Source: an optimization exercise on an open RTL-to-GDS flow (aim: small area and a short achievable clock period). Production flows keep margins and buffers that such runs may drop.
At most, simulation tests tie the RTL to the original design; equivalence was not proved.

== old ==
Design heap, start of the top module:
module heap
#(
	parameter DATA_WIDTH = 32,
	parameter KEY_WIDTH = 16,
	parameter NLEVELS = 5
	)
(
	input clk,
	input rstn,
	input [DATA_WIDTH-1:0] din,
	input en,
	input init,
	input flush,
	output reg [DATA_WIDTH-1:0] dout,
	output reg valid
    );
localparam W = 31;
reg         op0;         
reg [W-1:0] x0;          
reg         init_r;
reg         live;        
reg [5:0]   fcnt;        
reg         fwait;       
wire fop = (fcnt != 6'd0) & ~fwait;
always @(posedge clk or negedge rstn) begin
	if (!rstn) begin
		op0 <= 1'b0;
		init_r <= 1'b0;
		live <= 1'b0;
		fcnt <= 6'd0;
		fwait <= 1'b0;
	end
	else begin
		op0 <= en | fop;
		init_r <= init;
		if (init)
			live <= 1'b1;
		if (flush) begin
			fcnt <= 6'd63;
			fwait <= 1'b0;
		end
		else if (fcnt != 6'd0) begin
			fwait <= ~fwait;
			if (fop)
				fcnt <= fcnt - 6'd1;
		end
	end
end
always @(posedge clk) begin
	x0[W-1:17] <= din[29:16];
	x0[16:0]   <= fop ? 17'd0 : {din[15], ~din[15], din[14:0]};
end
wire [W*1-1:0]  l0;
wire [W*2-1:0]  l1;
wire [W*4-1:0]  l2;
wire [W*8-1:0]  l3;
wire [W*16-1:0] l4;
wire [W*32-1:0] l5;
wire         we0, we1, we2;
wire [W-1:0] wd0, wd1, wd2;
reg          a1, a2, a3, a4, a5;
reg  [0:0]   p1;
reg  [1:0]   p2;
reg  [2:0]   p3;
reg  [3:0]   p4;
reg  [4:0]   p5;
reg  [W-1:0] x1, x2, x3, x4, x5;
reg          pv3, pv4;
reg  [2:0]   pa3;
reg  [3:0]   pa4;
reg  [W-1:0] pd3, pd4;
data_store #(.K(0)) U_L0 (.clk(clk), .clr(init_r), .we(we0), .wa(1'b0), .wd(wd0), .q(l0));
data_store #(.K(1)) U_L1 (.clk(clk), .clr(init_r), .we(we1), .wa(p1),   .wd(wd1), .q(l1));
data_store #(.K(2)) U_L2 (.clk(clk), .clr(init_r), .we(we2), .wa(p2),   .wd(wd2), .q(l2));
data_store #(.K(3)) U_L3 (.clk(clk), .clr(init_r), .we(pv3), .wa(pa3),  .wd(pd3), .q(l3));
data_store #(.K(4)) U_L4 (.clk(clk), .clr(init_r), .we(pv4), .wa(pa4),  .wd(pd4), .q(l4));
data_store #(.K(5)) U_L5 (.clk(clk), .clr(init_r), .we(a5),  .wa(p5),   .wd(x5),  .q(l5));
wire gt_rx;
wire s0, swp0;
sort_node U_CR (.x(x0), .c0(x0), .c1(l0), .s(gt_rx), .swp(), .wd());
sort_node U_N0 (.x(x0), .c0(l1[0 +: W]), .c1(l1[W +: W]), .s(s0), .swp(swp0), .wd(wd0));
wire [W-1:0] out = gt_rx ? l0 : x0;
  ...
==> module heap, before the edit <==
module heap
#(
	parameter DATA_WIDTH = 32,
	parameter KEY_WIDTH = 16,
	parameter NLEVELS = 5
	)
(
	input clk,
	input rstn,
	input [DATA_WIDTH-1:0] din,
	input en,
	input init,
	input flush,
	output reg [DATA_WIDTH-1:0] dout,
	output reg valid
    );
localparam W = 31;
reg         op0;         
reg [W-1:0] x0;          
reg         init_r;
reg         live;        
reg [5:0]   fcnt;        
reg         fwait;       
wire fop = (fcnt != 6'd0) & ~fwait;
always @(posedge clk or negedge rstn) begin
	if (!rstn) begin
		op0 <= 1'b0;
		init_r <= 1'b0;
		live <= 1'b0;
		fcnt <= 6'd0;
		fwait <= 1'b0;
	end
	else begin
		op0 <= en | fop;
		init_r <= init;
		if (init)
			live <= 1'b1;
		if (flush) begin
			fcnt <= 6'd63;
			fwait <= 1'b0;
		end
		else if (fcnt != 6'd0) begin
			fwait <= ~fwait;
			if (fop)
				fcnt <= fcnt - 6'd1;
		end
	end
end
always @(posedge clk) begin
	x0[W-1:17] <= din[29:16];
	x0[16:0]   <= fop ? 17'd0 : {din[15], ~din[15], din[14:0]};
end
wire [W*1-1:0]  l0;
wire [W*2-1:0]  l1;
wire [W*4-1:0]  l2;
wire [W*8-1:0]  l3;
wire [W*16-1:0] l4;
wire [W*32-1:0] l5;
wire         we0, we1, we2;
wire [W-1:0] wd0, wd1, wd2;
reg          a1, a2, a3, a4, a5;
reg  [0:0]   p1;
reg  [1:0]   p2;
reg  [2:0]   p3;
reg  [3:0]   p4;
reg  [4:0]   p5;
reg  [W-1:0] x1, x2, x3, x4, x5;
reg          pv3, pv4;
reg  [2:0]   pa3;
reg  [3:0]   pa4;
reg  [W-1:0] pd3, pd4;
data_store #(.K(0)) U_L0 (.clk(clk), .clr(init_r), .we(we0), .wa(1'b0), .wd(wd0), .q(l0));
data_store #(.K(1)) U_L1 (.clk(clk), .clr(init_r), .we(we1), .wa(p1),   .wd(wd1), .q(l1));
data_store #(.K(2)) U_L2 (.clk(clk), .clr(init_r), .we(we2), .wa(p2),   .wd(wd2), .q(l2));
data_store #(.K(3)) U_L3 (.clk(clk), .clr(init_r), .we(pv3), .wa(pa3),  .wd(pd3), .q(l3));
data_store #(.K(4)) U_L4 (.clk(clk), .clr(init_r), .we(pv4), .wa(pa4),  .wd(pd4), .q(l4));
data_store #(.K(5)) U_L5 (.clk(clk), .clr(init_r), .we(a5),  .wa(p5),   .wd(x5),  .q(l5));
wire gt_rx;
wire s0, swp0;
sort_node U_CR (.x(x0), .c0(x0), .c1(l0), .s(gt_rx), .swp(), .wd());
sort_node U_N0 (.x(x0), .c0(l1[0 +: W]), .c1(l1[W +: W]), .s(s0), .swp(swp0), .wd(wd0));
wire [W-1:0] out = gt_rx ? l0 : x0;
assign we0 = op0 & gt_rx;
always @(posedge clk) begin
	dout <= {2'b00, out[30:17], out[16], out[14:0]};
end
always @(posedge clk or negedge rstn) begin
	if (!rstn)
		valid <= 1'b0;
	else
		valid <= op0 & live & (out[16] ^ out[15]);
end
wire s1, swp1;
wire [2*W-1:0] pr1 = p1[0] ? l2[2*W +: 2*W] : l2[0 +: 2*W];
sort_node U_N1 (.x(x1), .c0(pr1[0 +: W]), .c1(pr1[W +: W]), .s(s1), .swp(swp1), .wd(wd1));
assign we1 = a1;
reg  [4*W-1:0] pf2;
wire [4*W-1:0] rd3r = p1[0] ? l3[4*W +: 4*W] : l3[0 +: 4*W];
wire [4*W-1:0] rd3;
wire h3p = pv3 & (pa3[2] == p1[0]);
genvar j;
generate for (j = 0; j < 4; j = j + 1) begin: g_f3
	assign rd3[j*W +: W] = (h3p & (pa3[1:0] == j)) ? pd3 : rd3r[j*W +: W];
end
endgenerate
wire s2, swp2;
wire [2*W-1:0] q2 = p2[0] ? pf2[2*W +: 2*W] : pf2[0 +: 2*W];
reg  [1:0] hs2;      
wire [W-1:0] c20 = hs2[0] ? pd3 : q2[0 +: W];
wire [W-1:0] c21 = hs2[1] ? pd3 : q2[W +: W];
sort_node U_N2 (.x(x2), .c0(c20), .c1(c21), .s(s2), .swp(swp2), .wd(wd2));
assign we2 = a2;
reg  [4*W-1:0] pf3;
wire [4*W-1:0] rd4r, rd4;
dpram #(.NP(4), .AW(2), .DW(4*W)) U_RD4 (.sel(p2), .din(l4), .dout(rd4r));
wire h4p = pv4 & (pa4[3:2] == p2);
generate for (j = 0; j < 4; j = j + 1) begin: g_f4
	assign rd4[j*W +: W] = (h4p & (pa4[1:0] == j)) ? pd4 : rd4r[j*W +: W];
end
endgenerate
wire s3, swp3;
wire [W-1:0] wd3;
wire [2*W-1:0] q3 = p3[0] ? pf3[2*W +: 2*W] : pf3[0 +: 2*W];
reg  [1:0] hs3;      
wire [W-1:0] c30 = hs3[0] ? pd4 : q3[0 +: W];
wire [W-1:0] c31 = hs3[1] ? pd4 : q3[W +: W];
sort_node U_N3 (.x(x3), .c0(c30), .c1(c31), .s(s3), .swp(swp3), .wd(wd3));
reg  [4*W-1:0] pf4;
wire [4*W-1:0] rd5;
dpram #(.NP(8), .AW(3), .DW(4*W)) U_RD5 (.sel(p3), .din(l5), .dout(rd5));
wire h5 = a5 & (p5[4:2] == p3);
wire [4*W-1:0] rd5f;
generate for (j = 0; j < 4; j = j + 1) begin: g_f5
	assign rd5f[j*W +: W] = (h5 & (p5[1:0] == j)) ? x5 : rd5[j*W +: W];
end
endgenerate
wire s4, swp4;
wire [W-1:0] wd4;
wire [2*W-1:0] q4 = p4[0] ? pf4[2*W +: 2*W] : pf4[0 +: 2*W];
sort_node U_N4 (.x(x4), .c0(q4[0 +: W]), .c1(q4[W +: W]), .s(s4), .swp(swp4), .wd(wd4));
always @(posedge clk or negedge rstn) begin
	if (!rstn) begin
		a1 <= 1'b0;
		a2 <= 1'b0;
		a3 <= 1'b0;
		a4 <= 1'b0;
		a5 <= 1'b0;
		pv3 <= 1'b0;
		pv4 <= 1'b0;
	end
	else begin
		a1 <= op0 & gt_rx & swp0;
		a2 <= a1 & swp1;
		a3 <= a2 & swp2;
		a4 <= a3 & swp3;
		a5 <= a4 & swp4;
		pv3 <= a3;
		pv4 <= a4;
	end
end
always @(posedge clk) begin
	x1 <= x0;
	x2 <= x1;
	x3 <= x2;
	x4 <= x3;
	x5 <= x4;
	p1 <= s0;
	p2 <= {p1, s1};
	p3 <= {p2, s2};
	p4 <= {p3, s3};
	p5 <= {p4, s4};
	pa3 <= p3;
	pa4 <= p4;
	pd3 <= wd3;
	pd4 <= wd4;
	pf2 <= rd3;
	hs2[0] <= a3 & (p3[2] == p1[0]) & (p3[1] == s1) & ~p3[0];
	hs2[1] <= a3 & (p3[2] == p1[0]) & (p3[1] == s1) &  p3[0];
	hs3[0] <= a4 & (p4[3:2] == p2) & (p4[1] == s2) & ~p4[0];
	hs3[1] <= a4 & (p4[3:2] == p2) & (p4[1] == s2) &  p4[0];
	pf3 <= rd4;
	pf4 <= rd5f;
end
endmodule
clock: 8.0 ns
lec_check: 0
cap_margin: 20
core_margin: 2
core_utilization: 60
setup_slack_margin: 4.5
slew_margin: 20
run.sh (not shown) runs the stock make flow with config.mk's settings and CLKGATE_MAP_FILE= SYNTH_SCRIPT=/design/flow/synth_recipe.tcl, a recipe that flattens the netlist after the stock synthesis.
Input-level comparison between new and old:
--- a/flow/design.v
+++ b/flow/design.v
@@ -168,23 +168,15 @@
 		valid <= op0 & live & (out[16] ^ out[15]);
 end
 wire s1, swp1;
 wire [2*W-1:0] pr1 = p1[0] ? l2[2*W +: 2*W] : l2[0 +: 2*W];
 sort_node U_N1 (.x(x1), .c0(pr1[0 +: W]), .c1(pr1[W +: W]), .s(s1), .swp(swp1), .wd(wd1));
 assign we1 = a1;
-reg  [4*W-1:0] pf2;
-wire [4*W-1:0] rd3r = p1[0] ? l3[4*W +: 4*W] : l3[0 +: 4*W];
-wire [4*W-1:0] rd3;
-wire h3p = pv3 & (pa3[2] == p1[0]);
-genvar j;
-generate for (j = 0; j < 4; j = j + 1) begin: g_f3
-	assign rd3[j*W +: W] = (h3p & (pa3[1:0] == j)) ? pd3 : rd3r[j*W +: W];
-end
-endgenerate
 wire s2, swp2;
-wire [2*W-1:0] q2 = p2[0] ? pf2[2*W +: 2*W] : pf2[0 +: 2*W];
+wire [2*W-1:0] q2;
+dpram #(.NP(4), .AW(2), .DW(2*W)) U_RD3 (.sel(p2), .din(l3), .dout(q2));
 reg  [1:0] hs2;      
 wire [W-1:0] c20 = hs2[0] ? pd3 : q2[0 +: W];
 wire [W-1:0] c21 = hs2[1] ? pd3 : q2[W +: W];
 sort_node U_N2 (.x(x2), .c0(c20), .c1(c21), .s(s2), .swp(swp2), .wd(wd2));
 assign we2 = a2;
 reg  [4*W-1:0] pf3;
@@ -204,12 +196,13 @@
 sort_node U_N3 (.x(x3), .c0(c30), .c1(c31), .s(s3), .swp(swp3), .wd(wd3));
 reg  [4*W-1:0] pf4;
 wire [4*W-1:0] rd5;
 dpram #(.NP(8), .AW(3), .DW(4*W)) U_RD5 (.sel(p3), .din(l5), .dout(rd5));
 wire h5 = a5 & (p5[4:2] == p3);
 wire [4*W-1:0] rd5f;
+genvar j;
 generate for (j = 0; j < 4; j = j + 1) begin: g_f5
 	assign rd5f[j*W +: W] = (h5 & (p5[1:0] == j)) ? x5 : rd5[j*W +: W];
 end
 endgenerate
 wire s4, swp4;
 wire [W-1:0] wd4;
@@ -247,13 +240,12 @@
 	p4 <= {p3, s3};
 	p5 <= {p4, s4};
 	pa3 <= p3;
 	pa4 <= p4;
 	pd3 <= wd3;
 	pd4 <= wd4;
-	pf2 <= rd3;
 	hs2[0] <= a3 & (p3[2] == p1[0]) & (p3[1] == s1) & ~p3[0];
 	hs2[1] <= a3 & (p3[2] == p1[0]) & (p3[1] == s1) &  p3[0];
 	hs3[0] <= a4 & (p4[3:2] == p2) & (p4[1] == s2) & ~p4[0];
 	hs3[1] <= a4 & (p4[3:2] == p2) & (p4[1] == s2) &  p4[0];
 	pf3 <= rd4;
 	pf4 <= rd5f;
Notes after the runs:
Changes observed in new relative to old: pre-CTS setup slack went up 26 ps, total routed wirelength went down about 8%, worst path setup slack after routing went down 340 ps, fraction of final layout cells sized beyond drive strength 1 went up 0.49 points, synthesized cell count went down 575. Looking at critical path endpoint, the U_L0.g_node[0].v[22] result is from new; the U_L2.g_node[1].v[6] one comes from old.
For new, only the layout was checked, not whether the RTL still works.

[port drivers added, routing unchanged]
The flow's constraints put no driver on any port. The routed layouts listed below were extracted and timed again, unchanged, in two steps.
Step 1 sets driving cells, clkbuf_16 on the clock port and buf_2 on the other inputs (assumed; they add their load-dependent delay and slew).
Step 2 also shifts input and output timing later by t, the mid clock arrival at the registers, as if the neighbouring blocks saw the same clock.
Three values: no drivers, after step 1, after step 2; two values: the first two.
| run | shift t [ns] | setup slack, ns | worst setup path at the end | clock arrival spread, ns |
|---|---|---|---|---|
| old | 1.008 | 4.200 / 4.200 / 4.200 | register to register | 0.040 / 0.040 |
| new | 0.968 | 3.865 / 3.865 / 3.865 | register to register | 0.033 / 0.033 |
After both steps every run listed still meets setup and hold.
